Source: an optimization exercise on an open RTL-to-GDS flow (aim: small area and a short achievable clock period). Production flows keep margins and buffers that such runs may drop.
In this exercise RTL edits were held to simulation tests only and were not proved equivalent to the original.
Power is estimated from default activity; no workload was simulated.

===== flow/pins.tcl =====
# generated by gen/pins.py
set_io_pin_constraint -group -order -pin_names {PSEL_s[0] PSEL_s[1] PSEL_s[2] PSEL_s[3] PSEL_s[4] PSEL_s[5] PSEL_s[6] PSEL_s[7] PSEL_m PSEL_s[8] PSEL_s[9] PSEL_s[10] PSEL_s[11] PSEL_s[12] PSEL_s[13] PSEL_s[14] PSEL_s[15]}
set_io_pin_constraint -group -order -pin_names {PADDR_s[0] PADDR_s[32] PADDR_s[64] PADDR_s[96] PADDR_s[128] PADDR_s[160] PADDR_s[192] PADDR_s[224] PADDR_m[0] PADDR_s[256] PADDR_s[288] PADDR_s[320] PADDR_s[352] PADDR_s[384] PADDR_s[416] PADDR_s[448] PADDR_s[480]}
set_io_pin_constraint -group -order -pin_names {PADDR_s[1] PADDR_s[33] PADDR_s[65] PADDR_s[97] PADDR_s[129] PADDR_s[161] PADDR_s[193] PADDR_s[225] PADDR_m[1] PADDR_s[257] PADDR_s[289] PADDR_s[321] PADDR_s[353] PADDR_s[385] PADDR_s[417] PADDR_s[449] PADDR_s[481]}
set_io_pin_constraint -group -order -pin_names {PADDR_s[2] PADDR_s[34] PADDR_s[66] PADDR_s[98] PADDR_s[130] PADDR_s[162] PADDR_s[194] PADDR_s[226] PADDR_m[2] PADDR_s[258] PADDR_s[290] PADDR_s[322] PADDR_s[354] PADDR_s[386] PADDR_s[418] PADDR_s[450] PADDR_s[482]}
set_io_pin_constraint -group -order -pin_names {PADDR_s[3] PADDR_s[35] PADDR_s[67] PADDR_s[99] PADDR_s[131] PADDR_s[163] PADDR_s[195] PADDR_s[227] PADDR_m[3] PADDR_s[259] PADDR_s[291] PADDR_s[323] PADDR_s[355] PADDR_s[387] PADDR_s[419] PADDR_s[451] PADDR_s[483]}
set_io_pin_constraint -group -order -pin_names {PADDR_s[4] PADDR_s[36] PADDR_s[68] PADDR_s[100] PADDR_s[132] PADDR_s[164] PADDR_s[196] PADDR_s[228] PADDR_m[4] PADDR_s[260] PADDR_s[292] PADDR_s[324] PADDR_s[356] PADDR_s[388] PADDR_s[420] PADDR_s[452] PADDR_s[484]}
set_io_pin_constraint -group -order -pin_names {PADDR_s[5] PADDR_s[37] PADDR_s[69] PADDR_s[101] PADDR_s[133] PADDR_s[165] PADDR_s[197] PADDR_s[229] PADDR_m[5] PADDR_s[261] PADDR_s[293] PADDR_s[325] PADDR_s[357] PADDR_s[389] PADDR_s[421] PADDR_s[453] PADDR_s[485]}
set_io_pin_constraint -group -order -pin_names {PADDR_s[6] PADDR_s[38] PADDR_s[70] PADDR_s[102] PADDR_s[134] PADDR_s[166] PADDR_s[198] PADDR_s[230] PADDR_m[6] PADDR_s[262] PADDR_s[294] PADDR_s[326] PADDR_s[358] PADDR_s[390] PADDR_s[422] PADDR_s[454] PADDR_s[486]}
set_io_pin_constraint -group -order -pin_names {PADDR_s[7] PADDR_s[39] PADDR_s[71] PADDR_s[103] PADDR_s[135] PADDR_s[167] PADDR_s[199] PADDR_s[231] PADDR_m[7] PADDR_s[263] PADDR_s[295] PADDR_s[327] PADDR_s[359] PADDR_s[391] PADDR_s[423] PADDR_s[455] PADDR_s[487]}
set_io_pin_constraint -group -order -pin_names {PADDR_s[8] PADDR_s[40] PADDR_s[72] PADDR_s[104] PADDR_s[136] PADDR_s[168] PADDR_s[200] PADDR_s[232] PADDR_m[8] PADDR_s[264] PADDR_s[296] PADDR_s[328] PADDR_s[360] PADDR_s[392] PADDR_s[424] PADDR_s[456] PADDR_s[488]}
set_io_pin_constraint -group -order -pin_names {PADDR_s[9] PADDR_s[41] PADDR_s[73] PADDR_s[105] PADDR_s[137] PADDR_s[169] PADDR_s[201] PADDR_s[233] PADDR_m[9] PADDR_s[265] PADDR_s[297] PADDR_s[329] PADDR_s[361] PADDR_s[393] PADDR_s[425] PADDR_s[457] PADDR_s[489]}
set_io_pin_constraint -group -order -pin_names {PADDR_s[10] PADDR_s[42] PADDR_s[74] PADDR_s[106] PADDR_s[138] PADDR_s[170] PADDR_s[202] PADDR_s[234] PADDR_m[10] PADDR_s[266] PADDR_s[298] PADDR_s[330] PADDR_s[362] PADDR_s[394] PADDR_s[426] PADDR_s[458] PADDR_s[490]}
set_io_pin_constraint -group -order -pin_names {PADDR_s[11] PADDR_s[43] PADDR_s[75] PADDR_s[107] PADDR_s[139] PADDR_s[171] PADDR_s[203] PADDR_s[235] PADDR_m[11] PADDR_s[267] PADDR_s[299] PADDR_s[331] PADDR_s[363] PADDR_s[395] PADDR_s[427] PADDR_s[459] PADDR_s[491]}
set_io_pin_constraint -group -order -pin_names {PADDR_s[12] PADDR_s[44] PADDR_s[76] PADDR_s[108] PADDR_s[140] PADDR_s[172] PADDR_s[204] PADDR_s[236] PADDR_m[12] PADDR_s[268] PADDR_s[300] PADDR_s[332] PADDR_s[364] PADDR_s[396] PADDR_s[428] PADDR_s[460] PADDR_s[492]}
set_io_pin_constraint -group -order -pin_names {PADDR_s[13] PADDR_s[45] PADDR_s[77] PADDR_s[109] PADDR_s[141] PADDR_s[173] PADDR_s[205] PADDR_s[237] PADDR_m[13] PADDR_s[269] PADDR_s[301] PADDR_s[333] PADDR_s[365] PADDR_s[397] PADDR_s[429] PADDR_s[461] PADDR_s[493]}
set_io_pin_constraint -group -order -pin_names {PADDR_s[14] PADDR_s[46] PADDR_s[78] PADDR_s[110] PADDR_s[142] PADDR_s[174] PADDR_s[206] PADDR_s[238] PADDR_m[14] PADDR_s[270] PADDR_s[302] PADDR_s[334] PADDR_s[366] PADDR_s[398] PADDR_s[430] PADDR_s[462] PADDR_s[494]}
set_io_pin_constraint -group -order -pin_names {PADDR_s[15] PADDR_s[47] PADDR_s[79] PADDR_s[111] PADDR_s[143] PADDR_s[175] PADDR_s[207] PADDR_s[239] PADDR_m[15] PADDR_s[271] PADDR_s[303] PADDR_s[335] PADDR_s[367] PADDR_s[399] PADDR_s[431] PADDR_s[463] PADDR_s[495]}
set_io_pin_constraint -group -order -pin_names {PADDR_s[16] PADDR_s[48] PADDR_s[80] PADDR_s[112] PADDR_s[144] PADDR_s[176] PADDR_s[208] PADDR_s[240] PADDR_m[16] PADDR_s[272] PADDR_s[304] PADDR_s[336] PADDR_s[368] PADDR_s[400] PADDR_s[432] PADDR_s[464] PADDR_s[496]}
set_io_pin_constraint -group -order -pin_names {PADDR_s[17] PADDR_s[49] PADDR_s[81] PADDR_s[113] PADDR_s[145] PADDR_s[177] PADDR_s[209] PADDR_s[241] PADDR_m[17] PADDR_s[273] PADDR_s[305] PADDR_s[337] PADDR_s[369] PADDR_s[401] PADDR_s[433] PADDR_s[465] PADDR_s[497]}
set_io_pin_constraint -group -order -pin_names {PADDR_s[18] PADDR_s[50] PADDR_s[82] PADDR_s[114] PADDR_s[146] PADDR_s[178] PADDR_s[210] PADDR_s[242] PADDR_m[18] PADDR_s[274] PADDR_s[306] PADDR_s[338] PADDR_s[370] PADDR_s[402] PADDR_s[434] PADDR_s[466] PADDR_s[498]}
set_io_pin_constraint -group -order -pin_names {PADDR_s[19] PADDR_s[51] PADDR_s[83] PADDR_s[115] PADDR_s[147] PADDR_s[179] PADDR_s[211] PADDR_s[243] PADDR_m[19] PADDR_s[275] PADDR_s[307] PADDR_s[339] PADDR_s[371] PADDR_s[403] PADDR_s[435] PADDR_s[467] PADDR_s[499]}
set_io_pin_constraint -group -order -pin_names {PADDR_s[20] PADDR_s[52] PADDR_s[84] PADDR_s[116] PADDR_s[148] PADDR_s[180] PADDR_s[212] PADDR_s[244] PADDR_m[20] PADDR_s[276] PADDR_s[308] PADDR_s[340] PADDR_s[372] PADDR_s[404] PADDR_s[436] PADDR_s[468] PADDR_s[500]}
set_io_pin_constraint -group -order -pin_names {PADDR_s[21] PADDR_s[53] PADDR_s[85] PADDR_s[117] PADDR_s[149] PADDR_s[181] PADDR_s[213] PADDR_s[245] PADDR_m[21] PADDR_s[277] PADDR_s[309] PADDR_s[341] PADDR_s[373] PADDR_s[405] PADDR_s[437] PADDR_s[469] PADDR_s[501]}
set_io_pin_constraint -group -order -pin_names {PADDR_s[22] PADDR_s[54] PADDR_s[86] PADDR_s[118] PADDR_s[150] PADDR_s[182] PADDR_s[214] PADDR_s[246] PADDR_m[22] PADDR_s[278] PADDR_s[310] PADDR_s[342] PADDR_s[374] PADDR_s[406] PADDR_s[438] PADDR_s[470] PADDR_s[502]}
set_io_pin_constraint -group -order -pin_names {PADDR_s[23] PADDR_s[55] PADDR_s[87] PADDR_s[119] PADDR_s[151] PADDR_s[183] PADDR_s[215] PADDR_s[247] PADDR_m[23] PADDR_s[279] PADDR_s[311] PADDR_s[343] PADDR_s[375] PADDR_s[407] PADDR_s[439] PADDR_s[471] PADDR_s[503]}
set_io_pin_constraint -group -order -pin_names {PADDR_s[24] PADDR_s[56] PADDR_s[88] PADDR_s[120] PADDR_s[152] PADDR_s[184] PADDR_s[216] PADDR_s[248] PADDR_m[24] PADDR_s[280] PADDR_s[312] PADDR_s[344] PADDR_s[376] PADDR_s[408] PADDR_s[440] PADDR_s[472] PADDR_s[504]}
set_io_pin_constraint -group -order -pin_names {PADDR_s[25] PADDR_s[57] PADDR_s[89] PADDR_s[121] PADDR_s[153] PADDR_s[185] PADDR_s[217] PADDR_s[249] PADDR_m[25] PADDR_s[281] PADDR_s[313] PADDR_s[345] PADDR_s[377] PADDR_s[409] PADDR_s[441] PADDR_s[473] PADDR_s[505]}
set_io_pin_constraint -group -order -pin_names {PADDR_s[26] PADDR_s[58] PADDR_s[90] PADDR_s[122] PADDR_s[154] PADDR_s[186] PADDR_s[218] PADDR_s[250] PADDR_m[26] PADDR_s[282] PADDR_s[314] PADDR_s[346] PADDR_s[378] PADDR_s[410] PADDR_s[442] PADDR_s[474] PADDR_s[506]}
set_io_pin_constraint -group -order -pin_names {PADDR_s[27] PADDR_s[59] PADDR_s[91] PADDR_s[123] PADDR_s[155] PADDR_s[187] PADDR_s[219] PADDR_s[251] PADDR_m[27] PADDR_s[283] PADDR_s[315] PADDR_s[347] PADDR_s[379] PADDR_s[411] PADDR_s[443] PADDR_s[475] PADDR_s[507]}
set_io_pin_constraint -group -order -pin_names {PADDR_s[28] PADDR_s[60] PADDR_s[92] PADDR_s[124] PADDR_s[156] PADDR_s[188] PADDR_s[220] PADDR_s[252] PADDR_m[28] PADDR_s[284] PADDR_s[316] PADDR_s[348] PADDR_s[380] PADDR_s[412] PADDR_s[444] PADDR_s[476] PADDR_s[508]}
set_io_pin_constraint -group -order -pin_names {PADDR_s[29] PADDR_s[61] PADDR_s[93] PADDR_s[125] PADDR_s[157] PADDR_s[189] PADDR_s[221] PADDR_s[253] PADDR_m[29] PADDR_s[285] PADDR_s[317] PADDR_s[349] PADDR_s[381] PADDR_s[413] PADDR_s[445] PADDR_s[477] PADDR_s[509]}
set_io_pin_constraint -group -order -pin_names {PADDR_s[30] PADDR_s[62] PADDR_s[94] PADDR_s[126] PADDR_s[158] PADDR_s[190] PADDR_s[222] PADDR_s[254] PADDR_m[30] PADDR_s[286] PADDR_s[318] PADDR_s[350] PADDR_s[382] PADDR_s[414] PADDR_s[446] PADDR_s[478] PADDR_s[510]}
set_io_pin_constraint -group -order -pin_names {PADDR_s[31] PADDR_s[63] PADDR_s[95] PADDR_s[127] PADDR_s[159] PADDR_s[191] PADDR_s[223] PADDR_s[255] PADDR_m[31] PADDR_s[287] PADDR_s[319] PADDR_s[351] PADDR_s[383] PADDR_s[415] PADDR_s[447] PADDR_s[479] PADDR_s[511]}
set_io_pin_constraint -group -order -pin_names {PWRITE_s[0] PWRITE_s[1] PWRITE_s[2] PWRITE_s[3] PWRITE_s[4] PWRITE_s[5] PWRITE_s[6] PWRITE_s[7] PWRITE_m PWRITE_s[8] PWRITE_s[9] PWRITE_s[10] PWRITE_s[11] PWRITE_s[12] PWRITE_s[13] PWRITE_s[14] PWRITE_s[15]}
set_io_pin_constraint -group -order -pin_names {PWDATA_s[0] PWDATA_s[32] PWDATA_s[64] PWDATA_s[96] PWDATA_s[128] PWDATA_s[160] PWDATA_s[192] PWDATA_s[224] PWDATA_m[0] PWDATA_s[256] PWDATA_s[288] PWDATA_s[320] PWDATA_s[352] PWDATA_s[384] PWDATA_s[416] PWDATA_s[448] PWDATA_s[480]}
set_io_pin_constraint -group -order -pin_names {PWDATA_s[1] PWDATA_s[33] PWDATA_s[65] PWDATA_s[97] PWDATA_s[129] PWDATA_s[161] PWDATA_s[193] PWDATA_s[225] PWDATA_m[1] PWDATA_s[257] PWDATA_s[289] PWDATA_s[321] PWDATA_s[353] PWDATA_s[385] PWDATA_s[417] PWDATA_s[449] PWDATA_s[481]}
set_io_pin_constraint -group -order -pin_names {PWDATA_s[2] PWDATA_s[34] PWDATA_s[66] PWDATA_s[98] PWDATA_s[130] PWDATA_s[162] PWDATA_s[194] PWDATA_s[226] PWDATA_m[2] PWDATA_s[258] PWDATA_s[290] PWDATA_s[322] PWDATA_s[354] PWDATA_s[386] PWDATA_s[418] PWDATA_s[450] PWDATA_s[482]}
set_io_pin_constraint -group -order -pin_names {PWDATA_s[3] PWDATA_s[35] PWDATA_s[67] PWDATA_s[99] PWDATA_s[131] PWDATA_s[163] PWDATA_s[195] PWDATA_s[227] PWDATA_m[3] PWDATA_s[259] PWDATA_s[291] PWDATA_s[323] PWDATA_s[355] PWDATA_s[387] PWDATA_s[419] PWDATA_s[451] PWDATA_s[483]}
set_io_pin_constraint -group -order -pin_names {PWDATA_s[4] PWDATA_s[36] PWDATA_s[68] PWDATA_s[100] PWDATA_s[132] PWDATA_s[164] PWDATA_s[196] PWDATA_s[228] PWDATA_m[4] PWDATA_s[260] PWDATA_s[292] PWDATA_s[324] PWDATA_s[356] PWDATA_s[388] PWDATA_s[420] PWDATA_s[452] PWDATA_s[484]}
set_io_pin_constraint -group -order -pin_names {PWDATA_s[5] PWDATA_s[37] PWDATA_s[69] PWDATA_s[101] PWDATA_s[133] PWDATA_s[165] PWDATA_s[197] PWDATA_s[229] PWDATA_m[5] PWDATA_s[261] PWDATA_s[293] PWDATA_s[325] PWDATA_s[357] PWDATA_s[389] PWDATA_s[421] PWDATA_s[453] PWDATA_s[485]}
set_io_pin_constraint -group -order -pin_names {PWDATA_s[6] PWDATA_s[38] PWDATA_s[70] PWDATA_s[102] PWDATA_s[134] PWDATA_s[166] PWDATA_s[198] PWDATA_s[230] PWDATA_m[6] PWDATA_s[262] PWDATA_s[294] PWDATA_s[326] PWDATA_s[358] PWDATA_s[390] PWDATA_s[422] PWDATA_s[454] PWDATA_s[486]}
set_io_pin_constraint -group -order -pin_names {PWDATA_s[7] PWDATA_s[39] PWDATA_s[71] PWDATA_s[103] PWDATA_s[135] PWDATA_s[167] PWDATA_s[199] PWDATA_s[231] PWDATA_m[7] PWDATA_s[263] PWDATA_s[295] PWDATA_s[327] PWDATA_s[359] PWDATA_s[391] PWDATA_s[423] PWDATA_s[455] PWDATA_s[487]}
set_io_pin_constraint -group -order -pin_names {PWDATA_s[8] PWDATA_s[40] PWDATA_s[72] PWDATA_s[104] PWDATA_s[136] PWDATA_s[168] PWDATA_s[200] PWDATA_s[232] PWDATA_m[8] PWDATA_s[264] PWDATA_s[296] PWDATA_s[328] PWDATA_s[360] PWDATA_s[392] PWDATA_s[424] PWDATA_s[456] PWDATA_s[488]}
set_io_pin_constraint -group -order -pin_names {PWDATA_s[9] PWDATA_s[41] PWDATA_s[73] PWDATA_s[105] PWDATA_s[137] PWDATA_s[169] PWDATA_s[201] PWDATA_s[233] PWDATA_m[9] PWDATA_s[265] PWDATA_s[297] PWDATA_s[329] PWDATA_s[361] PWDATA_s[393] PWDATA_s[425] PWDATA_s[457] PWDATA_s[489]}
set_io_pin_constraint -group -order -pin_names {PWDATA_s[10] PWDATA_s[42] PWDATA_s[74] PWDATA_s[106] PWDATA_s[138] PWDATA_s[170] PWDATA_s[202] PWDATA_s[234] PWDATA_m[10] PWDATA_s[266] PWDATA_s[298] PWDATA_s[330] PWDATA_s[362] PWDATA_s[394] PWDATA_s[426] PWDATA_s[458] PWDATA_s[490]}
set_io_pin_constraint -group -order -pin_names {PWDATA_s[11] PWDATA_s[43] PWDATA_s[75] PWDATA_s[107] PWDATA_s[139] PWDATA_s[171] PWDATA_s[203] PWDATA_s[235] PWDATA_m[11] PWDATA_s[267] PWDATA_s[299] PWDATA_s[331] PWDATA_s[363] PWDATA_s[395] PWDATA_s[427] PWDATA_s[459] PWDATA_s[491]}
set_io_pin_constraint -group -order -pin_names {PWDATA_s[12] PWDATA_s[44] PWDATA_s[76] PWDATA_s[108] PWDATA_s[140] PWDATA_s[172] PWDATA_s[204] PWDATA_s[236] PWDATA_m[12] PWDATA_s[268] PWDATA_s[300] PWDATA_s[332] PWDATA_s[364] PWDATA_s[396] PWDATA_s[428] PWDATA_s[460] PWDATA_s[492]}
set_io_pin_constraint -group -order -pin_names {PWDATA_s[13] PWDATA_s[45] PWDATA_s[77] PWDATA_s[109] PWDATA_s[141] PWDATA_s[173] PWDATA_s[205] PWDATA_s[237] PWDATA_m[13] PWDATA_s[269] PWDATA_s[301] PWDATA_s[333] PWDATA_s[365] PWDATA_s[397] PWDATA_s[429] PWDATA_s[461] PWDATA_s[493]}
set_io_pin_constraint -group -order -pin_names {PWDATA_s[14] PWDATA_s[46] PWDATA_s[78] PWDATA_s[110] PWDATA_s[142] PWDATA_s[174] PWDATA_s[206] PWDATA_s[238] PWDATA_m[14] PWDATA_s[270] PWDATA_s[302] PWDATA_s[334] PWDATA_s[366] PWDATA_s[398] PWDATA_s[430] PWDATA_s[462] PWDATA_s[494]}
set_io_pin_constraint -group -order -pin_names {PWDATA_s[15] PWDATA_s[47] PWDATA_s[79] PWDATA_s[111] PWDATA_s[143] PWDATA_s[175] PWDATA_s[207] PWDATA_s[239] PWDATA_m[15] PWDATA_s[271] PWDATA_s[303] PWDATA_s[335] PWDATA_s[367] PWDATA_s[399] PWDATA_s[431] PWDATA_s[463] PWDATA_s[495]}
set_io_pin_constraint -group -order -pin_names {PWDATA_s[16] PWDATA_s[48] PWDATA_s[80] PWDATA_s[112] PWDATA_s[144] PWDATA_s[176] PWDATA_s[208] PWDATA_s[240] PWDATA_m[16] PWDATA_s[272] PWDATA_s[304] PWDATA_s[336] PWDATA_s[368] PWDATA_s[400] PWDATA_s[432] PWDATA_s[464] PWDATA_s[496]}
set_io_pin_constraint -group -order -pin_names {PWDATA_s[17] PWDATA_s[49] PWDATA_s[81] PWDATA_s[113] PWDATA_s[145] PWDATA_s[177] PWDATA_s[209] PWDATA_s[241] PWDATA_m[17] PWDATA_s[273] PWDATA_s[305] PWDATA_s[337] PWDATA_s[369] PWDATA_s[401] PWDATA_s[433] PWDATA_s[465] PWDATA_s[497]}
set_io_pin_constraint -group -order -pin_names {PWDATA_s[18] PWDATA_s[50] PWDATA_s[82] PWDATA_s[114] PWDATA_s[146] PWDATA_s[178] PWDATA_s[210] PWDATA_s[242] PWDATA_m[18] PWDATA_s[274] PWDATA_s[306] PWDATA_s[338] PWDATA_s[370] PWDATA_s[402] PWDATA_s[434] PWDATA_s[466] PWDATA_s[498]}
set_io_pin_constraint -group -order -pin_names {PWDATA_s[19] PWDATA_s[51] PWDATA_s[83] PWDATA_s[115] PWDATA_s[147] PWDATA_s[179] PWDATA_s[211] PWDATA_s[243] PWDATA_m[19] PWDATA_s[275] PWDATA_s[307] PWDATA_s[339] PWDATA_s[371] PWDATA_s[403] PWDATA_s[435] PWDATA_s[467] PWDATA_s[499]}
set_io_pin_constraint -group -order -pin_names {PWDATA_s[20] PWDATA_s[52] PWDATA_s[84] PWDATA_s[116] PWDATA_s[148] PWDATA_s[180] PWDATA_s[212] PWDATA_s[244] PWDATA_m[20] PWDATA_s[276] PWDATA_s[308] PWDATA_s[340] PWDATA_s[372] PWDATA_s[404] PWDATA_s[436] PWDATA_s[468] PWDATA_s[500]}
set_io_pin_constraint -group -order -pin_names {PWDATA_s[21] PWDATA_s[53] PWDATA_s[85] PWDATA_s[117] PWDATA_s[149] PWDATA_s[181] PWDATA_s[213] PWDATA_s[245] PWDATA_m[21] PWDATA_s[277] PWDATA_s[309] PWDATA_s[341] PWDATA_s[373] PWDATA_s[405] PWDATA_s[437] PWDATA_s[469] PWDATA_s[501]}
set_io_pin_constraint -group -order -pin_names {PWDATA_s[22] PWDATA_s[54] PWDATA_s[86] PWDATA_s[118] PWDATA_s[150] PWDATA_s[182] PWDATA_s[214] PWDATA_s[246] PWDATA_m[22] PWDATA_s[278] PWDATA_s[310] PWDATA_s[342] PWDATA_s[374] PWDATA_s[406] PWDATA_s[438] PWDATA_s[470] PWDATA_s[502]}
set_io_pin_constraint -group -order -pin_names {PWDATA_s[23] PWDATA_s[55] PWDATA_s[87] PWDATA_s[119] PWDATA_s[151] PWDATA_s[183] PWDATA_s[215] PWDATA_s[247] PWDATA_m[23] PWDATA_s[279] PWDATA_s[311] PWDATA_s[343] PWDATA_s[375] PWDATA_s[407] PWDATA_s[439] PWDATA_s[471] PWDATA_s[503]}
set_io_pin_constraint -group -order -pin_names {PWDATA_s[24] PWDATA_s[56] PWDATA_s[88] PWDATA_s[120] PWDATA_s[152] PWDATA_s[184] PWDATA_s[216] PWDATA_s[248] PWDATA_m[24] PWDATA_s[280] PWDATA_s[312] PWDATA_s[344] PWDATA_s[376] PWDATA_s[408] PWDATA_s[440] PWDATA_s[472] PWDATA_s[504]}
set_io_pin_constraint -group -order -pin_names {PWDATA_s[25] PWDATA_s[57] PWDATA_s[89] PWDATA_s[121] PWDATA_s[153] PWDATA_s[185] PWDATA_s[217] PWDATA_s[249] PWDATA_m[25] PWDATA_s[281] PWDATA_s[313] PWDATA_s[345] PWDATA_s[377] PWDATA_s[409] PWDATA_s[441] PWDATA_s[473] PWDATA_s[505]}
set_io_pin_constraint -group -order -pin_names {PWDATA_s[26] PWDATA_s[58] PWDATA_s[90] PWDATA_s[122] PWDATA_s[154] PWDATA_s[186] PWDATA_s[218] PWDATA_s[250] PWDATA_m[26] PWDATA_s[282] PWDATA_s[314] PWDATA_s[346] PWDATA_s[378] PWDATA_s[410] PWDATA_s[442] PWDATA_s[474] PWDATA_s[506]}
set_io_pin_constraint -group -order -pin_names {PWDATA_s[27] PWDATA_s[59] PWDATA_s[91] PWDATA_s[123] PWDATA_s[155] PWDATA_s[187] PWDATA_s[219] PWDATA_s[251] PWDATA_m[27] PWDATA_s[283] PWDATA_s[315] PWDATA_s[347] PWDATA_s[379] PWDATA_s[411] PWDATA_s[443] PWDATA_s[475] PWDATA_s[507]}
set_io_pin_constraint -group -order -pin_names {PWDATA_s[28] PWDATA_s[60] PWDATA_s[92] PWDATA_s[124] PWDATA_s[156] PWDATA_s[188] PWDATA_s[220] PWDATA_s[252] PWDATA_m[28] PWDATA_s[284] PWDATA_s[316] PWDATA_s[348] PWDATA_s[380] PWDATA_s[412] PWDATA_s[444] PWDATA_s[476] PWDATA_s[508]}
set_io_pin_constraint -group -order -pin_names {PWDATA_s[29] PWDATA_s[61] PWDATA_s[93] PWDATA_s[125] PWDATA_s[157] PWDATA_s[189] PWDATA_s[221] PWDATA_s[253] PWDATA_m[29] PWDATA_s[285] PWDATA_s[317] PWDATA_s[349] PWDATA_s[381] PWDATA_s[413] PWDATA_s[445] PWDATA_s[477] PWDATA_s[509]}
set_io_pin_constraint -group -order -pin_names {PWDATA_s[30] PWDATA_s[62] PWDATA_s[94] PWDATA_s[126] PWDATA_s[158] PWDATA_s[190] PWDATA_s[222] PWDATA_s[254] PWDATA_m[30] PWDATA_s[286] PWDATA_s[318] PWDATA_s[350] PWDATA_s[382] PWDATA_s[414] PWDATA_s[446] PWDATA_s[478] PWDATA_s[510]}
set_io_pin_constraint -group -order -pin_names {PWDATA_s[31] PWDATA_s[63] PWDATA_s[95] PWDATA_s[127] PWDATA_s[159] PWDATA_s[191] PWDATA_s[223] PWDATA_s[255] PWDATA_m[31] PWDATA_s[287] PWDATA_s[319] PWDATA_s[351] PWDATA_s[383] PWDATA_s[415] PWDATA_s[447] PWDATA_s[479] PWDATA_s[511]}
set_io_pin_constraint -group -order -pin_names {PENABLE_s[0] PENABLE_s[1] PENABLE_s[2] PENABLE_s[3] PENABLE_s[4] PENABLE_s[5] PENABLE_s[6] PENABLE_s[7] PENABLE_m PENABLE_s[8] PENABLE_s[9] PENABLE_s[10] PENABLE_s[11] PENABLE_s[12] PENABLE_s[13] PENABLE_s[14] PENABLE_s[15]}
set_io_pin_constraint -group -order -pin_names {PSTRB_s[0] PSTRB_s[8] PSTRB_s[16] PSTRB_s[24] PSTRB_s[32] PSTRB_s[40] PSTRB_s[48] PSTRB_s[56] PSTRB_m[0] PSTRB_s[64] PSTRB_s[72] PSTRB_s[80] PSTRB_s[88] PSTRB_s[96] PSTRB_s[104] PSTRB_s[112] PSTRB_s[120]}
set_io_pin_constraint -group -order -pin_names {PSTRB_s[1] PSTRB_s[9] PSTRB_s[17] PSTRB_s[25] PSTRB_s[33] PSTRB_s[41] PSTRB_s[49] PSTRB_s[57] PSTRB_m[1] PSTRB_s[65] PSTRB_s[73] PSTRB_s[81] PSTRB_s[89] PSTRB_s[97] PSTRB_s[105] PSTRB_s[113] PSTRB_s[121]}
set_io_pin_constraint -group -order -pin_names {PSTRB_s[2] PSTRB_s[10] PSTRB_s[18] PSTRB_s[26] PSTRB_s[34] PSTRB_s[42] PSTRB_s[50] PSTRB_s[58] PSTRB_m[2] PSTRB_s[66] PSTRB_s[74] PSTRB_s[82] PSTRB_s[90] PSTRB_s[98] PSTRB_s[106] PSTRB_s[114] PSTRB_s[122]}
set_io_pin_constraint -group -order -pin_names {PSTRB_s[3] PSTRB_s[11] PSTRB_s[19] PSTRB_s[27] PSTRB_s[35] PSTRB_s[43] PSTRB_s[51] PSTRB_s[59] PSTRB_m[3] PSTRB_s[67] PSTRB_s[75] PSTRB_s[83] PSTRB_s[91] PSTRB_s[99] PSTRB_s[107] PSTRB_s[115] PSTRB_s[123]}
set_io_pin_constraint -group -order -pin_names {PSTRB_s[4] PSTRB_s[12] PSTRB_s[20] PSTRB_s[28] PSTRB_s[36] PSTRB_s[44] PSTRB_s[52] PSTRB_s[60] PSTRB_m[4] PSTRB_s[68] PSTRB_s[76] PSTRB_s[84] PSTRB_s[92] PSTRB_s[100] PSTRB_s[108] PSTRB_s[116] PSTRB_s[124]}
set_io_pin_constraint -group -order -pin_names {PSTRB_s[5] PSTRB_s[13] PSTRB_s[21] PSTRB_s[29] PSTRB_s[37] PSTRB_s[45] PSTRB_s[53] PSTRB_s[61] PSTRB_m[5] PSTRB_s[69] PSTRB_s[77] PSTRB_s[85] PSTRB_s[93] PSTRB_s[101] PSTRB_s[109] PSTRB_s[117] PSTRB_s[125]}
set_io_pin_constraint -group -order -pin_names {PSTRB_s[6] PSTRB_s[14] PSTRB_s[22] PSTRB_s[30] PSTRB_s[38] PSTRB_s[46] PSTRB_s[54] PSTRB_s[62] PSTRB_m[6] PSTRB_s[70] PSTRB_s[78] PSTRB_s[86] PSTRB_s[94] PSTRB_s[102] PSTRB_s[110] PSTRB_s[118] PSTRB_s[126]}
set_io_pin_constraint -group -order -pin_names {PSTRB_s[7] PSTRB_s[15] PSTRB_s[23] PSTRB_s[31] PSTRB_s[39] PSTRB_s[47] PSTRB_s[55] PSTRB_s[63] PSTRB_m[7] PSTRB_s[71] PSTRB_s[79] PSTRB_s[87] PSTRB_s[95] PSTRB_s[103] PSTRB_s[111] PSTRB_s[119] PSTRB_s[127]}
set_io_pin_constraint -group -order -pin_names {PPROT_s[0] PPROT_s[3] PPROT_s[6] PPROT_s[9] PPROT_s[12] PPROT_s[15] PPROT_s[18] PPROT_s[21] PPROT_m[0] PPROT_s[24] PPROT_s[27] PPROT_s[30] PPROT_s[33] PPROT_s[36] PPROT_s[39] PPROT_s[42] PPROT_s[45]}
set_io_pin_constraint -group -order -pin_names {PPROT_s[1] PPROT_s[4] PPROT_s[7] PPROT_s[10] PPROT_s[13] PPROT_s[16] PPROT_s[19] PPROT_s[22] PPROT_m[1] PPROT_s[25] PPROT_s[28] PPROT_s[31] PPROT_s[34] PPROT_s[37] PPROT_s[40] PPROT_s[43] PPROT_s[46]}
set_io_pin_constraint -group -order -pin_names {PPROT_s[2] PPROT_s[5] PPROT_s[8] PPROT_s[11] PPROT_s[14] PPROT_s[17] PPROT_s[20] PPROT_s[23] PPROT_m[2] PPROT_s[26] PPROT_s[29] PPROT_s[32] PPROT_s[35] PPROT_s[38] PPROT_s[41] PPROT_s[44] PPROT_s[47]}
set_io_pin_constraint -group -order -pin_names {PRDATA_s[0] PRDATA_s[32] PRDATA_s[64] PRDATA_s[96] PRDATA_s[128] PRDATA_s[160] PRDATA_s[192] PRDATA_s[224] PRDATA_m[0] PRDATA_s[256] PRDATA_s[288] PRDATA_s[320] PRDATA_s[352] PRDATA_s[384] PRDATA_s[416] PRDATA_s[448] PRDATA_s[480]}
set_io_pin_constraint -group -order -pin_names {PRDATA_s[1] PRDATA_s[33] PRDATA_s[65] PRDATA_s[97] PRDATA_s[129] PRDATA_s[161] PRDATA_s[193] PRDATA_s[225] PRDATA_m[1] PRDATA_s[257] PRDATA_s[289] PRDATA_s[321] PRDATA_s[353] PRDATA_s[385] PRDATA_s[417] PRDATA_s[449] PRDATA_s[481]}
set_io_pin_constraint -group -order -pin_names {PRDATA_s[2] PRDATA_s[34] PRDATA_s[66] PRDATA_s[98] PRDATA_s[130] PRDATA_s[162] PRDATA_s[194] PRDATA_s[226] PRDATA_m[2] PRDATA_s[258] PRDATA_s[290] PRDATA_s[322] PRDATA_s[354] PRDATA_s[386] PRDATA_s[418] PRDATA_s[450] PRDATA_s[482]}
set_io_pin_constraint -group -order -pin_names {PRDATA_s[3] PRDATA_s[35] PRDATA_s[67] PRDATA_s[99] PRDATA_s[131] PRDATA_s[163] PRDATA_s[195] PRDATA_s[227] PRDATA_m[3] PRDATA_s[259] PRDATA_s[291] PRDATA_s[323] PRDATA_s[355] PRDATA_s[387] PRDATA_s[419] PRDATA_s[451] PRDATA_s[483]}
set_io_pin_constraint -group -order -pin_names {PRDATA_s[4] PRDATA_s[36] PRDATA_s[68] PRDATA_s[100] PRDATA_s[132] PRDATA_s[164] PRDATA_s[196] PRDATA_s[228] PRDATA_m[4] PRDATA_s[260] PRDATA_s[292] PRDATA_s[324] PRDATA_s[356] PRDATA_s[388] PRDATA_s[420] PRDATA_s[452] PRDATA_s[484]}
set_io_pin_constraint -group -order -pin_names {PRDATA_s[5] PRDATA_s[37] PRDATA_s[69] PRDATA_s[101] PRDATA_s[133] PRDATA_s[165] PRDATA_s[197] PRDATA_s[229] PRDATA_m[5] PRDATA_s[261] PRDATA_s[293] PRDATA_s[325] PRDATA_s[357] PRDATA_s[389] PRDATA_s[421] PRDATA_s[453] PRDATA_s[485]}
set_io_pin_constraint -group -order -pin_names {PRDATA_s[6] PRDATA_s[38] PRDATA_s[70] PRDATA_s[102] PRDATA_s[134] PRDATA_s[166] PRDATA_s[198] PRDATA_s[230] PRDATA_m[6] PRDATA_s[262] PRDATA_s[294] PRDATA_s[326] PRDATA_s[358] PRDATA_s[390] PRDATA_s[422] PRDATA_s[454] PRDATA_s[486]}
set_io_pin_constraint -group -order -pin_names {PRDATA_s[7] PRDATA_s[39] PRDATA_s[71] PRDATA_s[103] PRDATA_s[135] PRDATA_s[167] PRDATA_s[199] PRDATA_s[231] PRDATA_m[7] PRDATA_s[263] PRDATA_s[295] PRDATA_s[327] PRDATA_s[359] PRDATA_s[391] PRDATA_s[423] PRDATA_s[455] PRDATA_s[487]}
set_io_pin_constraint -group -order -pin_names {PRDATA_s[8] PRDATA_s[40] PRDATA_s[72] PRDATA_s[104] PRDATA_s[136] PRDATA_s[168] PRDATA_s[200] PRDATA_s[232] PRDATA_m[8] PRDATA_s[264] PRDATA_s[296] PRDATA_s[328] PRDATA_s[360] PRDATA_s[392] PRDATA_s[424] PRDATA_s[456] PRDATA_s[488]}
set_io_pin_constraint -group -order -pin_names {PRDATA_s[9] PRDATA_s[41] PRDATA_s[73] PRDATA_s[105] PRDATA_s[137] PRDATA_s[169] PRDATA_s[201] PRDATA_s[233] PRDATA_m[9] PRDATA_s[265] PRDATA_s[297] PRDATA_s[329] PRDATA_s[361] PRDATA_s[393] PRDATA_s[425] PRDATA_s[457] PRDATA_s[489]}
set_io_pin_constraint -group -order -pin_names {PRDATA_s[10] PRDATA_s[42] PRDATA_s[74] PRDATA_s[106] PRDATA_s[138] PRDATA_s[170] PRDATA_s[202] PRDATA_s[234] PRDATA_m[10] PRDATA_s[266] PRDATA_s[298] PRDATA_s[330] PRDATA_s[362] PRDATA_s[394] PRDATA_s[426] PRDATA_s[458] PRDATA_s[490]}
set_io_pin_constraint -group -order -pin_names {PRDATA_s[11] PRDATA_s[43] PRDATA_s[75] PRDATA_s[107] PRDATA_s[139] PRDATA_s[171] PRDATA_s[203] PRDATA_s[235] PRDATA_m[11] PRDATA_s[267] PRDATA_s[299] PRDATA_s[331] PRDATA_s[363] PRDATA_s[395] PRDATA_s[427] PRDATA_s[459] PRDATA_s[491]}
set_io_pin_constraint -group -order -pin_names {PRDATA_s[12] PRDATA_s[44] PRDATA_s[76] PRDATA_s[108] PRDATA_s[140] PRDATA_s[172] PRDATA_s[204] PRDATA_s[236] PRDATA_m[12] PRDATA_s[268] PRDATA_s[300] PRDATA_s[332] PRDATA_s[364] PRDATA_s[396] PRDATA_s[428] PRDATA_s[460] PRDATA_s[492]}
set_io_pin_constraint -group -order -pin_names {PRDATA_s[13] PRDATA_s[45] PRDATA_s[77] PRDATA_s[109] PRDATA_s[141] PRDATA_s[173] PRDATA_s[205] PRDATA_s[237] PRDATA_m[13] PRDATA_s[269] PRDATA_s[301] PRDATA_s[333] PRDATA_s[365] PRDATA_s[397] PRDATA_s[429] PRDATA_s[461] PRDATA_s[493]}
set_io_pin_constraint -group -order -pin_names {PRDATA_s[14] PRDATA_s[46] PRDATA_s[78] PRDATA_s[110] PRDATA_s[142] PRDATA_s[174] PRDATA_s[206] PRDATA_s[238] PRDATA_m[14] PRDATA_s[270] PRDATA_s[302] PRDATA_s[334] PRDATA_s[366] PRDATA_s[398] PRDATA_s[430] PRDATA_s[462] PRDATA_s[494]}
set_io_pin_constraint -group -order -pin_names {PRDATA_s[15] PRDATA_s[47] PRDATA_s[79] PRDATA_s[111] PRDATA_s[143] PRDATA_s[175] PRDATA_s[207] PRDATA_s[239] PRDATA_m[15] PRDATA_s[271] PRDATA_s[303] PRDATA_s[335] PRDATA_s[367] PRDATA_s[399] PRDATA_s[431] PRDATA_s[463] PRDATA_s[495]}
set_io_pin_constraint -group -order -pin_names {PRDATA_s[16] PRDATA_s[48] PRDATA_s[80] PRDATA_s[112] PRDATA_s[144] PRDATA_s[176] PRDATA_s[208] PRDATA_s[240] PRDATA_m[16] PRDATA_s[272] PRDATA_s[304] PRDATA_s[336] PRDATA_s[368] PRDATA_s[400] PRDATA_s[432] PRDATA_s[464] PRDATA_s[496]}
set_io_pin_constraint -group -order -pin_names {PRDATA_s[17] PRDATA_s[49] PRDATA_s[81] PRDATA_s[113] PRDATA_s[145] PRDATA_s[177] PRDATA_s[209] PRDATA_s[241] PRDATA_m[17] PRDATA_s[273] PRDATA_s[305] PRDATA_s[337] PRDATA_s[369] PRDATA_s[401] PRDATA_s[433] PRDATA_s[465] PRDATA_s[497]}
set_io_pin_constraint -group -order -pin_names {PRDATA_s[18] PRDATA_s[50] PRDATA_s[82] PRDATA_s[114] PRDATA_s[146] PRDATA_s[178] PRDATA_s[210] PRDATA_s[242] PRDATA_m[18] PRDATA_s[274] PRDATA_s[306] PRDATA_s[338] PRDATA_s[370] PRDATA_s[402] PRDATA_s[434] PRDATA_s[466] PRDATA_s[498]}
set_io_pin_constraint -group -order -pin_names {PRDATA_s[19] PRDATA_s[51] PRDATA_s[83] PRDATA_s[115] PRDATA_s[147] PRDATA_s[179] PRDATA_s[211] PRDATA_s[243] PRDATA_m[19] PRDATA_s[275] PRDATA_s[307] PRDATA_s[339] PRDATA_s[371] PRDATA_s[403] PRDATA_s[435] PRDATA_s[467] PRDATA_s[499]}
set_io_pin_constraint -group -order -pin_names {PRDATA_s[20] PRDATA_s[52] PRDATA_s[84] PRDATA_s[116] PRDATA_s[148] PRDATA_s[180] PRDATA_s[212] PRDATA_s[244] PRDATA_m[20] PRDATA_s[276] PRDATA_s[308] PRDATA_s[340] PRDATA_s[372] PRDATA_s[404] PRDATA_s[436] PRDATA_s[468] PRDATA_s[500]}
set_io_pin_constraint -group -order -pin_names {PRDATA_s[21] PRDATA_s[53] PRDATA_s[85] PRDATA_s[117] PRDATA_s[149] PRDATA_s[181] PRDATA_s[213] PRDATA_s[245] PRDATA_m[21] PRDATA_s[277] PRDATA_s[309] PRDATA_s[341] PRDATA_s[373] PRDATA_s[405] PRDATA_s[437] PRDATA_s[469] PRDATA_s[501]}
set_io_pin_constraint -group -order -pin_names {PRDATA_s[22] PRDATA_s[54] PRDATA_s[86] PRDATA_s[118] PRDATA_s[150] PRDATA_s[182] PRDATA_s[214] PRDATA_s[246] PRDATA_m[22] PRDATA_s[278] PRDATA_s[310] PRDATA_s[342] PRDATA_s[374] PRDATA_s[406] PRDATA_s[438] PRDATA_s[470] PRDATA_s[502]}
set_io_pin_constraint -group -order -pin_names {PRDATA_s[23] PRDATA_s[55] PRDATA_s[87] PRDATA_s[119] PRDATA_s[151] PRDATA_s[183] PRDATA_s[215] PRDATA_s[247] PRDATA_m[23] PRDATA_s[279] PRDATA_s[311] PRDATA_s[343] PRDATA_s[375] PRDATA_s[407] PRDATA_s[439] PRDATA_s[471] PRDATA_s[503]}
set_io_pin_constraint -group -order -pin_names {PRDATA_s[24] PRDATA_s[56] PRDATA_s[88] PRDATA_s[120] PRDATA_s[152] PRDATA_s[184] PRDATA_s[216] PRDATA_s[248] PRDATA_m[24] PRDATA_s[280] PRDATA_s[312] PRDATA_s[344] PRDATA_s[376] PRDATA_s[408] PRDATA_s[440] PRDATA_s[472] PRDATA_s[504]}
set_io_pin_constraint -group -order -pin_names {PRDATA_s[25] PRDATA_s[57] PRDATA_s[89] PRDATA_s[121] PRDATA_s[153] PRDATA_s[185] PRDATA_s[217] PRDATA_s[249] PRDATA_m[25] PRDATA_s[281] PRDATA_s[313] PRDATA_s[345] PRDATA_s[377] PRDATA_s[409] PRDATA_s[441] PRDATA_s[473] PRDATA_s[505]}
set_io_pin_constraint -group -order -pin_names {PRDATA_s[26] PRDATA_s[58] PRDATA_s[90] PRDATA_s[122] PRDATA_s[154] PRDATA_s[186] PRDATA_s[218] PRDATA_s[250] PRDATA_m[26] PRDATA_s[282] PRDATA_s[314] PRDATA_s[346] PRDATA_s[378] PRDATA_s[410] PRDATA_s[442] PRDATA_s[474] PRDATA_s[506]}
set_io_pin_constraint -group -order -pin_names {PRDATA_s[27] PRDATA_s[59] PRDATA_s[91] PRDATA_s[123] PRDATA_s[155] PRDATA_s[187] PRDATA_s[219] PRDATA_s[251] PRDATA_m[27] PRDATA_s[283] PRDATA_s[315] PRDATA_s[347] PRDATA_s[379] PRDATA_s[411] PRDATA_s[443] PRDATA_s[475] PRDATA_s[507]}
set_io_pin_constraint -group -order -pin_names {PRDATA_s[28] PRDATA_s[60] PRDATA_s[92] PRDATA_s[124] PRDATA_s[156] PRDATA_s[188] PRDATA_s[220] PRDATA_s[252] PRDATA_m[28] PRDATA_s[284] PRDATA_s[316] PRDATA_s[348] PRDATA_s[380] PRDATA_s[412] PRDATA_s[444] PRDATA_s[476] PRDATA_s[508]}
set_io_pin_constraint -group -order -pin_names {PRDATA_s[29] PRDATA_s[61] PRDATA_s[93] PRDATA_s[125] PRDATA_s[157] PRDATA_s[189] PRDATA_s[221] PRDATA_s[253] PRDATA_m[29] PRDATA_s[285] PRDATA_s[317] PRDATA_s[349] PRDATA_s[381] PRDATA_s[413] PRDATA_s[445] PRDATA_s[477] PRDATA_s[509]}
set_io_pin_constraint -group -order -pin_names {PRDATA_s[30] PRDATA_s[62] PRDATA_s[94] PRDATA_s[126] PRDATA_s[158] PRDATA_s[190] PRDATA_s[222] PRDATA_s[254] PRDATA_m[30] PRDATA_s[286] PRDATA_s[318] PRDATA_s[350] PRDATA_s[382] PRDATA_s[414] PRDATA_s[446] PRDATA_s[478] PRDATA_s[510]}
set_io_pin_constraint -group -order -pin_names {PRDATA_s[31] PRDATA_s[63] PRDATA_s[95] PRDATA_s[127] PRDATA_s[159] PRDATA_s[191] PRDATA_s[223] PRDATA_s[255] PRDATA_m[31] PRDATA_s[287] PRDATA_s[319] PRDATA_s[351] PRDATA_s[383] PRDATA_s[415] PRDATA_s[447] PRDATA_s[479] PRDATA_s[511]}
set_io_pin_constraint -group -order -pin_names {PREADY_s[0] PREADY_s[1] PREADY_s[2] PREADY_s[3] PREADY_s[4] PREADY_s[5] PREADY_s[6] PREADY_s[7] PREADY_m PREADY_s[8] PREADY_s[9] PREADY_s[10] PREADY_s[11] PREADY_s[12] PREADY_s[13] PREADY_s[14] PREADY_s[15]}
set_io_pin_constraint -group -order -pin_names {PSLVERR_s[0] PSLVERR_s[1] PSLVERR_s[2] PSLVERR_s[3] PSLVERR_s[4] PSLVERR_s[5] PSLVERR_s[6] PSLVERR_s[7] PSLVERR_m PSLVERR_s[8] PSLVERR_s[9] PSLVERR_s[10] PSLVERR_s[11] PSLVERR_s[12] PSLVERR_s[13] PSLVERR_s[14] PSLVERR_s[15]}
place_pin -pin_name PCLK -layer met3 -location {0.4 200} -pin_size {0.8 0.3} -force_to_die_boundary

===== standard.sh =====
#!/bin/bash
# synth_recipe.tcl (not shown) runs the flow's synth.tcl, then flattens the netlist and writes it again
# the make line also repeats each setting of config.mk as NAME=value (left out here)
make -C /OpenROAD-flow-scripts/flow DESIGN_CONFIG=/design/flow/config.mk WORK_HOME=/design/flow/orfs CLKGATE_MAP_FILE= SYNTH_SCRIPT=/design/flow/synth_recipe.tcl "${@:-finish}"

===== design.v =====
module apb_mux_top #(
    parameter NUM_APB_MASTERS = 16,
    parameter APB_ADDR_WIDTH  = 32,
    parameter APB_DATA_WIDTH  = 32,
    parameter APB_STRB_WIDTH  = APB_DATA_WIDTH/4
)(
    input                       PRESETn,
    input                       PCLK,
    input      [NUM_APB_MASTERS-1:0]                  PSEL_s,
    input      [NUM_APB_MASTERS*APB_ADDR_WIDTH-1:0]   PADDR_s,
    input      [NUM_APB_MASTERS-1:0]                  PWRITE_s,
    input      [NUM_APB_MASTERS*APB_DATA_WIDTH-1:0]   PWDATA_s,
    input      [NUM_APB_MASTERS-1:0]                  PENABLE_s,
    input      [NUM_APB_MASTERS*APB_STRB_WIDTH-1:0]   PSTRB_s,
    input      [NUM_APB_MASTERS*3-1:0]                PPROT_s,
    output [NUM_APB_MASTERS*APB_DATA_WIDTH-1:0]   PRDATA_s,
    output [NUM_APB_MASTERS-1:0]                  PREADY_s,
    output [NUM_APB_MASTERS-1:0]                  PSLVERR_s,
    output                      PSEL_m,
    output [APB_ADDR_WIDTH-1:0] PADDR_m,
    output                      PWRITE_m,
    output [APB_DATA_WIDTH-1:0] PWDATA_m,
    output                      PENABLE_m,
    output [APB_STRB_WIDTH-1:0] PSTRB_m,
    output [2:0]                PPROT_m,
    input      [APB_DATA_WIDTH-1:0] PRDATA_m,
    input                           PREADY_m,
    input                           PSLVERR_m
);
    localparam N  = NUM_APB_MASTERS;
    localparam PW = $clog2(N);
    localparam BW = 1 + APB_ADDR_WIDTH + 1 + APB_DATA_WIDTH + APB_STRB_WIDTH + 3 + 1;
    logic [PW-1:0] ptr;
    logic          busy, acc;
    logic [N-1:0]  sel;
    logic [N-1:0]   mask, hi;
    logic [2*N-1:0] cat, pre;
    logic [N-1:0]   gnt, nxt;
    logic           any;
    always_comb begin
        for (int i = 0; i < N; i++)
            mask[i] = (i >= ptr);
        hi  = PSEL_s & mask;
        cat = {PSEL_s, hi};
        pre[0] = 1'b0;
        for (int i = 1; i < 2*N; i++)
            pre[i] = pre[i-1] | cat[i-1];
        for (int i = 0; i < N; i++)
            gnt[i] = (cat[i] & ~pre[i]) | (cat[N+i] & ~pre[N+i]);
        any = |PSEL_s;
        nxt = {gnt[N-2:0], gnt[N-1]};
    end
    logic [PW-1:0] ptr_n;
    always_comb begin
        ptr_n = '0;
        for (int i = 0; i < N; i++)
            if (nxt[i]) ptr_n = ptr_n | i[PW-1:0];
    end
    always_ff @(posedge PCLK or negedge PRESETn) begin
        if (!PRESETn)
            ptr <= '0;
        else if (any)
            ptr <= ptr_n;
    end
    wire done = acc & PREADY_m;
    always_ff @(posedge PCLK or negedge PRESETn) begin
        if (!PRESETn) begin
            busy <= 1'b0;
            acc  <= 1'b0;
            sel  <= '0;
        end else begin
            if (!busy) begin
                busy <= any;
                sel  <= gnt;
            end else if (!acc) begin
                acc  <= 1'b1;
            end else if (PREADY_m) begin
                busy <= 1'b0;
                acc  <= 1'b0;
                sel  <= '0;
            end
        end
    end
    logic [BW-1:0] bundle [N];
    logic [BW-1:0] bsel   [N];
    logic [BW-1:0] t0, t1, t2, t3, t4, t5, u, req_m;
    logic [N-1:0]  asel;     
    assign asel = sel & {N{acc}};
    always_comb begin
        for (int i = 0; i < N; i++) begin
            bundle[i] = {PSEL_s[i],
                         PADDR_s[i*APB_ADDR_WIDTH +: APB_ADDR_WIDTH],
                         PWRITE_s[i],
                         PWDATA_s[i*APB_DATA_WIDTH +: APB_DATA_WIDTH],
                         PSTRB_s[i*APB_STRB_WIDTH +: APB_STRB_WIDTH],
                         PPROT_s[i*3 +: 3],
                         PENABLE_s[i]};
            bsel[i]   = {{(BW-1){sel[i]}}, asel[i]};
        end
    end
    apb_mux_aoi222 #(BW) m0 (.a0(bundle[0]),  .s0(bsel[0]),  .a1(bundle[1]),  .s1(bsel[1]),  .a2(bundle[2]),  .s2(bsel[2]),  .y(t0));
    apb_mux_aoi222 #(BW) m1 (.a0(bundle[3]),  .s0(bsel[3]),  .a1(bundle[4]),  .s1(bsel[4]),  .a2(bundle[5]),  .s2(bsel[5]),  .y(t1));
    apb_mux_aoi222 #(BW) m2 (.a0(bundle[6]),  .s0(bsel[6]),  .a1(bundle[7]),  .s1(bsel[7]),  .a2(bundle[8]),  .s2(bsel[8]),  .y(t2));
    apb_mux_aoi222 #(BW) m3 (.a0(bundle[9]),  .s0(bsel[9]),  .a1(bundle[10]), .s1(bsel[10]), .a2(bundle[11]), .s2(bsel[11]), .y(t3));
    apb_mux_aoi222 #(BW) m4 (.a0(bundle[12]), .s0(bsel[12]), .a1(bundle[13]), .s1(bsel[13]), .a2(bundle[14]), .s2(bsel[14]), .y(t4));
    apb_mux_nand2  #(BW) m5 (.a(bundle[15]), .b(bsel[15]), .y(t5));
    apb_mux_and3   #(BW) m6 (.a(t0), .b(t1), .c(t2), .y(u));
    apb_mux_nand4  #(BW) m7 (.a(u), .b(t3), .c(t4), .d(t5), .y(req_m));
    assign {PSEL_m, PADDR_m, PWRITE_m, PWDATA_m, PSTRB_m, PPROT_m, PENABLE_m} = req_m;
    localparam RW = APB_DATA_WIDTH + 2;
    logic [RW-1:0] rsp_n;
    logic [N-1:0]  asel_n;
    logic [RW-1:0] rsp_s [N];
    assign rsp_n  = ~{PRDATA_m, PREADY_m, PSLVERR_m};
    assign asel_n = ~asel;
    generate
        for (genvar i = 0; i < N; i++) begin : g_rsp
            apb_mux_nor2 #(RW) d (.a(rsp_n), .b({RW{asel_n[i]}}), .y(rsp_s[i]));
            assign {PRDATA_s[i*APB_DATA_WIDTH +: APB_DATA_WIDTH], PREADY_s[i], PSLVERR_s[i]} = rsp_s[i];
        end
    endgenerate
endmodule
module apb_mux_aoi222 #(parameter W = 1) (
    input  [W-1:0] a0, s0, a1, s1, a2, s2,
    output [W-1:0] y
);
    assign y = ~((a0 & s0) | (a1 & s1) | (a2 & s2));
endmodule
module apb_mux_nand2 #(parameter W = 1) (
    input  [W-1:0] a, b,
    output [W-1:0] y
);
    assign y = ~(a & b);
endmodule
module apb_mux_and3 #(parameter W = 1) (
    input  [W-1:0] a, b, c,
    output [W-1:0] y
);
    assign y = a & b & c;
endmodule
module apb_mux_nand4 #(parameter W = 1) (
    input  [W-1:0] a, b, c, d,
    output [W-1:0] y
);
    assign y = ~(a & b & c & d);
endmodule
module apb_mux_nor2 #(parameter W = 1) (
    input  [W-1:0] a, b,
    output [W-1:0] y
);
    assign y = ~(a | b);
endmodule

===== flow/run.sh =====
#!/bin/bash
# Standard ORFS layout with three changes:
#  - plain buf_1 cells as the input/output port buffers,
#  - I/O pins packed one routing track apart so the die can be small,
#  - I/O pins grouped per multiplexed bit (flow/pins.tcl, from gen/pins.py),
#    so each bit's mux/demux sits beside its own pins; the clock pin
#    is placed apart from the rest.
set -euo pipefail
export BUFFER_PORTS_ARGS="-buffer_cell sky130_fd_sc_hd__buf_1"
export PLACE_PINS_ARGS="-min_distance 1 -min_distance_in_tracks -exclude left:195-205"
export PRE_IO_PLACEMENT_TCL="$PWD/flow/pins.tcl"
bash standard.sh finish > standard_flow.log 2>&1

===== config.mk =====
export PLATFORM = sky130hd
export DESIGN_NAME = apb_mux_top
export DESIGN_NICKNAME = apb_mux_top
export VERILOG_FILES = /design/flow/design.v
export SDC_FILE = /design/flow/constraint.sdc
export NUM_CORES = 4
export LEC_CHECK = 0
export CAP_MARGIN = 20
export CELL_PAD_IN_SITES_DETAIL_PLACEMENT = 1
export CELL_PAD_IN_SITES_GLOBAL_PLACEMENT = 2
export CORE_AREA = 10 10 390 390
export DIE_AREA = 0 0 400 400
export SETUP_SLACK_MARGIN = 3.2
export SLEW_MARGIN = 20
export SYNTH_HIERARCHICAL = 1

===== constraint.sdc =====
create_clock -name core_clock -period 7.0 [get_ports {PCLK}]
set_input_delay 1.4000 -clock core_clock [delete_from_list [all_inputs] [get_ports {PCLK}]]
set_output_delay 1.4000 -clock core_clock [all_outputs]
set_load 0.01 [all_outputs]

==> impl_metrics.ini, run 1 <==
[place]
gp_congestion = 1.018
place_area_um2 = 18820
place_ws_ns = 3.109
port_buffers = 1905
dpl.hpwl_um = 119900

[floorplan]
dieArea_um2 = 160000
start_util = 0.06266
die_y_um = 400
core_um2 = 143500
die_x_um = 400
row_count = 139
io-pin-count = 1905

[timing]
period_minus_slack_ns = 3.818
timing.slew.headroom = 0.4979
fmax_mhz = 261.9
rsz0062_at_grt = true
drv_slew = 0
post-route-period-util = 0.5454
finalHoldViolations = 0
setup_ws_ns = 3.182
worst_pin_slew_ns = 0.7532
skew_ns = 0.003688
tns_ns = 0
setup_violations = 0

[pwr]
netSwitchingFraction = 0.6305
p_int_mw = 1.780
power_density_nw_per_um2 = 246.0
pwr-share-seq = 0.097
p_leak_nw = 5.595
total_power_mw = 4.817
power.switching_mw = 3.037
pwr-share-comb = 0.868
vdd_drop_max_mv = 0.1318
p_clk_frac = 0.035

[synthesis]
synth_edf_count = 0
synth_most_common_cell = nor2_1
synthArstFlopShare = 1.000
yosys_warnings = 12
syn_nets = 2698
synth_area_per_cell_um2 = 6.359
synth_top_area_frac = 0.4342
synth_area_leaders = a222oi_1, nor2_1, dfrtp_1, nand4_1, and3_1
synth_seq_cells = 22
syn-cell-area_um2 = 8991
synthTopCellsByCount = nor2_1, a222oi_1, nand2_1
netlist_instances = 1414
synth_flop_cell = dfrtp_1
ys_types = 51
synth_seq_area_share = 0.06123
yosys.area.top_type = a222oi_1

[critical_path]
setup.worst_path.start_class = primary input
cp_max_fo = 1
worstPathArrival_ns = 2.42
crit_type = primary input to output port
end_kind = output port
worstPathRequired_ns = 5.60

[grt]
antenna_found_initial = 103
grt_usage = 0.1672
grt_pass1_wl_um = 194600
grt.overflow.total = 0
grt_pass1_vias = 25348
grt_max_degree = 57

[clock_tree]
clkTransAtPathRegs_ns = 0.06
clock-sinks = 22
tritoncts = built
root_buffer = clkbuf_16
cts_max_level = 1
clock_latency_ns = 0.26
cts_hold_buf = 0
cts_buffer_depth = 2
cts-buffers-inserted = 3

[routing]
wl_um = 154900
drtAntennaViolNets = 0
num_vias = 24200
drt_pass1_iterations = 13
drt_iter0_markers = 3299
avgViaCountPerCell = 4.507
drc = 0
wl_per_cell_um = 28.84

[flow_run]
maxCapViolCount = 0

[cells_and_area]
drive_gt1_frac = 0.03096
design_area_um2 = 19580
nNetsFinal = 4644
area_delta_synth_final_pct = 117.8

[worst_hold_path]
hold_class = flop to flop

[status]
status = finished clean
## flip-flops by register name (all words and copies together) (netlist names)
| register | cells |
|---|---|
| acc | 1 |
| busy | 1 |
| ptr | 4 |
| sel | 16 |
## power groups by stage
stage                     Sequential (mW)  Combinational [mW]  Clock, mW
after global routing                0.490                4.43      0.172
after global placement              0.554                3.87          0
after detailed placement            0.558                3.85          0
final                               0.468                4.18      0.167
after floorplan                     0.419                1.92          0
after CTS                           0.514                4.02      0.167
## per-layer routing
metal	track usage	part of all wire
met1	0.1496	0.30
met2	0.2866	0.49
met3	0.06193	0.11
met4	0.1643	0.099
met5	0.004539	0.00079
## what timing repair did
item,4_1_cts,5_1_grt
gates resized for setup,32,22
buffers inserted,4,7
pin swaps,1,14
setup endpoints to repair,157,38
## cells by family after synthesis
kind of cell	count (synthesis)	synth area share
AO/OA/AOI/OAI	447	0.4820
buffers and inverters	65	0.02964
flip-flops	22	0.06123
AND/OR/NAND/NOR	880	0.4271
## stage by stage
step,utilization,cells,hold WS [ns]
floorplan,-,1414,0.5044
global placement,0.1312,5247,0.7946
detailed placement,0.1312,5247,0.7990
CTS,0.1334,5255,0.8165
global route,0.1364,5364,0.8687
finish,0.1365,5370,0.8091
## cell usage in the layout, fill, tap and decap left out, types with 6 or more instances in the layout
master,synthesis,layout
buf_1,1,1894
nor2_1,559,559
a222oi_1,390,390
diode_2,0,108
nand2_1,117,101
nand4_1,82,82
and3_1,79,79
inv_1,56,55
dfrtp_4,0,17
o21ai_0,16,16
buf_6,2,14
buf_4,2,14
nand2_2,0,12
buf_12,0,9
nor4_1,8,8
clkbuf_2,0,8
a21oi_1,6,6
nor2b_1,6,6
buf_8,0,6
## area by class of cell
| cell class | count | area (um2) |
|---|---|---|
| diodes | 108 | 270.3 |
| clock buffers | 3 | 75.07 |
| clock inverters | 1 | 30.03 |
| fillers | 18531 | 123900 |
| inverters | 57 | 217.7 |
| multi-input cells | 1327 | 8260 |
| flip-flops and latches | 22 | 614.3 |
| well taps | 1903 | 2381 |
| repair buffers | 1949 | 7734 |
## worst max-delay path: stages
cell	delay (ns)
buf_1	0.08
a222oi_1	0.40
and3_1	0.25
nand4_1	0.11
clkbuf_2	0.19
## worst paths after layout
check / slack, ns / to / cells past startpoint / start
min in group asynchronous: 1.13 / ptr[0]$_DFFE_PN0P_ / 2 / PRESETn
max in group asynchronous: 5.59 / sel[6]$_DFFE_PN0P_ / 2 / PRESETn
min: 0.81 / sel[6]$_DFFE_PN0P_ / 1 / busy$_DFF_PN0_
max reg2reg: 4.06 / ptr[0]$_DFFE_PN0P_ / 7 / ptr[3]$_DFFE_PN0P_
max: 3.18 / PWDATA_m[15] / 5 / PWDATA_s[143]
min reg2reg: 0.81 / sel[6]$_DFFE_PN0P_ / 1 / busy$_DFF_PN0_
==> inputs of run 2 (changes only) <==
--- a/config.mk
+++ b/config.mk
@@ -6,8 +6,6 @@
 export NUM_CORES = 4
 export LEC_CHECK = 0
 export CAP_MARGIN = 20
-export CELL_PAD_IN_SITES_DETAIL_PLACEMENT = 1
-export CELL_PAD_IN_SITES_GLOBAL_PLACEMENT = 2
 export CORE_AREA = 10 10 390 390
 export DIE_AREA = 0 0 400 400
 export SETUP_SLACK_MARGIN = 3.2
==> run 2 against run 1 <==
Against the previous run: sequential power down 1%; non-clock buffer count up 6; clock skew up 0.0046 ns; die area unchanged; critical path depth down 1; first-iteration DRC count up 69%; highest routed layer unchanged; maximum frequency down 1.7%; register-to-register slack worse by 0.14 ns; largest cell class unchanged; still clean.
==> impl_metrics.ini, run 2 <==
[status]
status = finished clean

[cells_and_area]
final_util = 0.1363
final_cell_mix = buf_1, nor2_1, a222oi_1
ff_latch_area_um2 = 614.3
drive_gt1_frac = 0.03624
area_delta_synth_final_pct = 117.5
nNetsFinal = 4651
n_fill_cell = 16800
multi_input_area_um2 = 8419
regMostFlops = sel
reg.largest.list = sel (16), ptr (4)
largest_reg_flops = 16
layout_commonest_cell = buf_1

[timing]
post-route-period-util = 0.5551
fmax_mhz = 257.4
rsz0062_at_grt = true
tns_ns = 0
setup_ws_ns = 3.115
period_minus_slack_ns = 3.885
skew_ns = 0.008259
setup_violations = 0
timing.slew.headroom = 0.4444
finalHoldViolations = 0
drv_slew = 0
worst_pin_slew_ns = 0.8334

[routing]
drt_pass1_iterations = 28
drt_iter0_markers = 5574
drtAntennaViolNets = 0
drc = 0
wl_per_cell_um = 23.20
wl_um = 122400
avgViaCountPerCell = 4.610
num_vias = 24315

[place]
gp_congestion = 0.9741
port_buffers = 1905
place_ws_ns = 2.737
dpl.hpwl_um = 91520

[floorplan]
dieArea_um2 = 160000
io-pin-count = 1905
die_x_um = 400
start_util = 0.06266
core_um2 = 143500
row_count = 139
die_y_um = 400

[synthesis]
synthArstFlopShare = 1.000
yosys_warnings = 12
synth_area_per_cell_um2 = 6.359
synth_edf_count = 0
synth_top_area_frac = 0.4342
syn-cell-area_um2 = 8991
ys_types = 51
synth_most_common_cell = nor2_1
yosys.area.top_type = a222oi_1
synth_seq_cells = 22
synthTopCellsByCount = nor2_1, a222oi_1, nand2_1
netlist_instances = 1414
syn_nets = 2698
synth_area_leaders = a222oi_1, nor2_1, dfrtp_1, nand4_1, and3_1
synth_seq_area_share = 0.06123
synth_flop_cell = dfrtp_1

[critical_path]
crit_type = flop to output port
setup.worst_path.start_class = flop
end_kind = output port
cpPeakStageDelay_ns = 0.81
cp_num_buf_inv = 2
worstPathArrival_ns = 2.49
crit_family = buffers and inverters
cp-startpoint = sel[12]$_DFFE_PN0P_
timing.rr.start = ptr[3]$_DFFE_PN0P_
path_cells = buf_4, a222oi_1, nand4_1, buf_1
worst_path_max_delay_cell = dfrtp_4
worstPathRequired_ns = 5.60
cp_max_fo = 46

[pwr]
vdd_drop_max_mv = 0.1984
p_int_mw = 1.790
p_leak_nw = 5.680
power_density_nw_per_um2 = 233.2
pwr-share-comb = 0.863
pwr-share-seq = 0.101
power.switching_mw = 2.770
p_clk_frac = 0.035
netSwitchingFraction = 0.6075

[clock_tree]
clock-sinks = 22
cts_max_level = 1
cts-buffers-inserted = 3
clock_latency_ns = 0.26
root_buffer = clkbuf_16
cts_buffer_depth = 2
cts_hold_buf = 0
tritoncts = built
clkTransAtPathRegs_ns = 0.06

[worst_hold_path]
min_from = busy$_DFF_PN0_
hold_class = flop to flop

[grt]
antenna_found_initial = 7
grt_pass1_vias = 24679
grt_pass1_wl_um = 158700
grt_max_degree = 47
grt_usage = 0.1312
grt.overflow.total = 0

[flow_run]
maxCapViolCount = 0
## run 2: area by class of cell
| type | instances | area share |
|---|---|---|
| Antenna cell | 5 | 0.0006399 |
| Clock buffer | 3 | 0.003840 |
| Clock inverter | 1 | 0.001536 |
| Inverter | 57 | 0.01133 |
| Multi-Input combinational cell | 1327 | 0.4306 |
| Sequential cell | 22 | 0.03142 |
| Tap cell | 1903 | 0.1218 |
| Timing Repair Buffer | 1955 | 0.3986 |
| Timing Repair inverter | 1 | 0.0002560 |
## run 2: final timing paths
| path | end | slack (ns) | cells past startpoint |
|---|---|---|---|
| min in group asynchronous | sel[6]$_DFFE_PN0P_ | 1.12 | 2 |
| max in group asynchronous | sel[9]$_DFFE_PN0P_ | 5.62 | 2 |
| min | sel[6]$_DFFE_PN0P_ | 0.75 | 1 |
| max | PWDATA_m[29] | 3.11 | 4 |
| max reg2reg | ptr[0]$_DFFE_PN0P_ | 3.92 | 7 |
| min reg2reg | sel[6]$_DFFE_PN0P_ | 0.75 | 1 |
## run 2: cell families (layout without fill, tap and decap cells)
group,Yosys count,after routing,synth area share
DFF,22,22,0.06123
AOI/OAI and AO/OA,447,447,0.4820
and+or+nand+nor,880,880,0.4271
buffers and inverters,65,2017,0.02964
other,0,5,0
## run 2: what timing repair did
item / 4_1_cts / 5_1_grt
endpoints found under the setup margin: 397 / 79
gates resized for setup: 59 / 21
pin swaps: 0 / 4
endpoints found under the hold margin: 0 / 0
gates cloned: 0 / 1
setup buffers: 13 / 7
## run 2: power groups by stage
stage	Sequential [mW]	Clock, mW	Combinational, mW
finish	0.462	0.161	3.94
global placement	0.519	0	3.51
detailed placement	0.527	0	3.51
floorplan	0.419	0	1.92
CTS	0.503	0.157	3.75
global route	0.480	0.166	4.18
## run 2: routing by layer
layer / vias up / track usage / wire, um
met2: 2853 / 0.2107 / 56360
met5: - / 0.003933 / 62
li1: 10051 / - / -
met3: 749 / 0.05339 / 16890
met4: 4 / 0.09697 / 9814
met1: 10658 / 0.1375 / 39230
## run 2: per-stage QoR
step / hold WS, ns / total power, mW / area, um2 / instances
finish: 0.7513 / 4.560 / 19550 / 5274
global route: 0.8026 / 4.828 / 19540 / 5269
CTS: 0.7408 / 4.407 / 19420 / 5261
detailed placement: 0.7397 / 4.035 / 18810 / 5244
global placement: 0.7314 / 4.032 / 18790 / 5243
floorplan: 0.5044 / 2.344 / 9011 / 1414

[separate check: timing with driven ports]
In the flow no input, the clock included, has a driving cell. The finished layouts below were timed again as built, in two steps. Step 1: set_driving_cell puts a clkbuf_16 on PCLK and a buf_2 on each other input, an assumption about the parent block. Step 2, shift: input delay + t, output delay - t, t = (earliest + latest rising clock arrival at the registers) / 2. This alone moves slack from input paths to output paths. a / b / c = no drivers / after step 1 / after step 2; a / b = the first two.
| run | shift t [ns] | setup slack, ns | clock arrival spread, ns | slew at the worst register clock pin (ns) |
|---|---|---|---|---|
| run 1 | 0.302 | 3.182 / 3.149 / 3.149 | 0.005 / 0.005 | 0.07 / 0.07 |
| run 2 | 0.313 | 3.115 / 3.058 / 3.112 | 0.008 / 0.008 | 0.06 / 0.06 |
After both steps every run listed still meets setup and hold. The setup slack of run 1, which loses most, moves by -0.033 ns with the drivers and by -0.033 ns with both steps.
